Source: an optimization exercise on an open RTL-to-GDS flow (aim: small area, a short achievable clock period and few clock cycles per item). Production flows keep margins and buffers that such runs may drop.
Only simulation tests tie the RTL to the original design; equivalence was not proved.

## part_2_TOP
module part_2_TOP (input clk, rst, start, input [1:0] MOD, input [15:0] Xbus,
                   output Ready, output [17:0] RBUS);
    reg        busy;       
    reg        ph;         
    reg [1:0]  mr;         
    reg [2:0]  k;          
    reg [7:0]  Bone, Btwo, Bneg;   
    reg        Bb15;               
    reg [15:0] U;          
    reg [17:0] acc;        
    reg [1:0]  lo2;        
    wire        nz = |Xbus;
    wire        gt = Xbus[15] & (|Xbus[14:0]);
    wire        c0 = nz & (~Xbus[0] | gt);
    wire [14:0] y  = Xbus[15:1];
    reg  [14:0] h;                     
    integer i;
    always @(*) begin
        for (i = 0; i < 15; i = i + 1)
            h[i] = y[i] ^ (c0 & ~|(y & ((15'd1 << i) - 15'd1)));
    end
    wire [15:0] t0 = {h, Xbus[0] ^ (nz & ~gt)};
    wire [15:0] pm;
    mul16hi mu (.a(U), .one(Bone), .two(Btwo), .neg(Bneg), .b15(Bb15), .y(pm));
    reg [2:0] last;
    always @(*) begin
  ...
Size: roughly 1,200 cells after synthesis, roughly 72 flip-flops, roughly 40 I/O pins, ~10,000 um2 of cells after synthesis.
clock: 10.0 ns
lec_check: 0
cap_margin: 0
core_margin: 2
core_utilization: 40
place_density: 0.6
setup_slack_margin: 4.5
slew_margin: 0
run.sh (not shown) runs the stock make flow with config.mk's settings and CLKGATE_MAP_FILE= SYNTH_SCRIPT=/design/flow/synth_recipe.tcl, a recipe that flattens the netlist after the stock synthesis.
The baseline finished with timing, DRC and antenna clean.
Testbench counts at the start, summed over its fixed seeds: cycles 14,484, items 1,280.
Change:
- CAP_MARGIN: 0 -> 20
- SETUP_SLACK_MARGIN: 4.5 -> 4.75
- SLEW_MARGIN: 0 -> 20
Final area rises by 7.4%.
Global-route usage goes down by 0.32 points.
Count of clock-buffer cells in the layout does not change.
Setup slack is better by 0.030 ns.
Fmax came out higher by 0.56%.
Wire length came out higher by 2.5%.
Synthesized area does not change.
Utilization grows by 3.4 points.
Clock skew hardly moves.
Change:
- PLACE_DENSITY: 0.6 -> 0.75
- SETUP_SLACK_MARGIN: 4.75 -> 4.5
Result: Wire length is lower by about 7%; count of clock-buffer cells in the layout does not change; worst hold slack gains 0.0098 ns; area after synthesis stays the same; global-route usage fell by 0.94 points; setup slack degrades by 0.12 ns; final cell count falls by 3.5%; non-clock buffer count falls by 56; die area is unchanged.
Change:
- PLACE_DENSITY: 0.75 -> 0.45
Core utilization is higher by 0.56 points.
Setup slack gets better by 0.064 ns.
Cell area is higher by 1.2%.
Routed wire length is higher by 13%.
Clock skew barely changes.
Cell count is higher by 0.97%.
Change:
- PLACE_DENSITY: 0.45 -> 0.6
- SETUP_SLACK_MARGIN: 4.5 -> 4.25
Outcome: Hold slack is worse by 0.0083 ns; die area does not change; sequential share of layout area rose by 0.52 points; clock-buffer cell count stays the same.

========
Setup of v56:
Starting RTL as in the previous note.
Settings: LEC_CHECK=0, CAP_MARGIN=5, CORE_MARGIN=2, CORE_UTILIZATION=40, PLACE_DENSITY=0.6, SETUP_SLACK_MARGIN=4.6, SLEW_MARGIN=5; clock period 10.0 ns.
Testbench counts of v56, summed over its fixed seeds: cycles 14,484, items 1,280.
Modified inputs, v48 compared to v56
# v56
export LEC_CHECK = 0
export CAP_MARGIN = 5
export CORE_MARGIN = 2
export CORE_UTILIZATION = 40
export PLACE_DENSITY = 0.6
export SETUP_SLACK_MARGIN = 4.6
export SLEW_MARGIN = 5
create_clock -name core_clock -period 10.0 [get_ports {clk}]
# v48
export LEC_CHECK = 0
export CAP_MARGIN = 20
export CORE_MARGIN = 2
export CORE_UTILIZATION = 40
export PLACE_DENSITY = 0.6
export SETUP_SLACK_MARGIN = 4.5
export SLEW_MARGIN = 20
create_clock -name core_clock -period 10.0 [get_ports {clk}]
--- outcome ---
Total vias in the final route: v48 vs v56, no meaningful difference. Compared with v56, v48 shows a lower non-clock buffer count. Cmp v48 vs v56: area growth from synthesis to layout lower in v48.
### v48 -> v58
# v48
export LEC_CHECK = 0
export CAP_MARGIN = 20
export CORE_MARGIN = 2
export CORE_UTILIZATION = 40
export PLACE_DENSITY = 0.6
export SETUP_SLACK_MARGIN = 4.5
export SLEW_MARGIN = 20
create_clock -name core_clock -period 10.0 [get_ports {clk}]
# v58
export LEC_CHECK = 0
export CAP_MARGIN = 5
export CORE_MARGIN = 2
export CORE_UTILIZATION = 40
export PLACE_DENSITY = 0.6
export SETUP_SLACK_MARGIN = 4.5
export SLEW_MARGIN = 5
create_clock -name core_clock -period 10.0 [get_ports {clk}]
### Flow results
- When the final numbers for v58 and v48 were put side by side, the final cycle utilization of the critical path turned out to be smaller in v58.
- v58 ended up with a lower area growth from synthesis to final layout than v48 did.
- v58: global routing usage on met1 0.22 points above v48
- Summary: via count, v58 better than v48
- Setup slack in v58 is larger than in v48.
- Fmax: v58 higher than v48
- Delta (v58 minus v48): xor and xnor area share after synthesis closely matched the old numbers, area occupied by multi-input gates comparable, cell area after layout ~0 delta.
- | final cell count without fillers | v48 vs v58 | ≈ equal |
#### Input delta (v21 over v58)
# v58
export LEC_CHECK = 0
export CAP_MARGIN = 5
export CORE_MARGIN = 2
export CORE_UTILIZATION = 40
export PLACE_DENSITY = 0.6
export SETUP_SLACK_MARGIN = 4.5
export SLEW_MARGIN = 5
create_clock -name core_clock -period 10.0 [get_ports {clk}]
# v21
export LEC_CHECK = 0
export CAP_MARGIN = 5
export CORE_MARGIN = 2
export CORE_UTILIZATION = 40
export PLACE_DENSITY = 0.6
export SETUP_SLACK_MARGIN = 4.4
export SLEW_MARGIN = 5
create_clock -name core_clock -period 10.0 [get_ports {clk}]
### Flow results
For v21 and v58, there was not a single run that failed to finish clean.
| final cell area excluding filler cells | v21 vs v58 | ≈ equal |
Capture point of the worst path: RBUS[12] -> v21, RBUS[16] -> v58
v21 against v58: fmax saw a decrease; fraction of standard cell area that is sequential saw little to no change.

static timing again, ports no longer ideal:
In the flow no input, the clock included, has a driving cell. The finished layouts below were timed again as built, in two steps. Step 1, drivers: a clkbuf_16 drives clk and a buf_2 each remaining input, both assumed. Step 2, shift: input delay + t, output delay - t, t = (earliest + latest rising clock arrival at the registers) / 2. This alone moves slack from input paths to output paths. Slacks: ideal ports / drivers / drivers and shift; pairs: ideal ports / drivers.
run | t (ns) | setup slack, ns | latest minus earliest clock arrival (ns)
the first run of note 1 | 0.380 | 4.712 / 4.671 / 4.758 | 0.010 / 0.010
the second run of note 1 | 0.381 | 4.742 / 4.702 / 4.858 | 0.007 / 0.007
the third run of note 1 | 0.373 | 4.622 / 4.585 / 4.683 | 0.007 / 0.007
the fourth run of note 1 | 0.394 | 4.686 / 4.639 / 4.757 | 0.007 / 0.007
the fifth run of note 1 | 0.377 | 4.361 / 4.320 / 4.593 | 0.009 / 0.009
v56 | 0.380 | 4.765 / 4.724 / 4.849 | 0.009 / 0.009
v48 | 0.382 | 4.663 / 4.622 / 4.742 | 0.009 / 0.009
v58 | 0.380 | 4.712 / 4.671 / 4.758 | 0.010 / 0.010
v21 | 0.383 | 4.622 / 4.579 / 4.691 | 0.009 / 0.009
After both steps setup and hold are still met in every run listed.
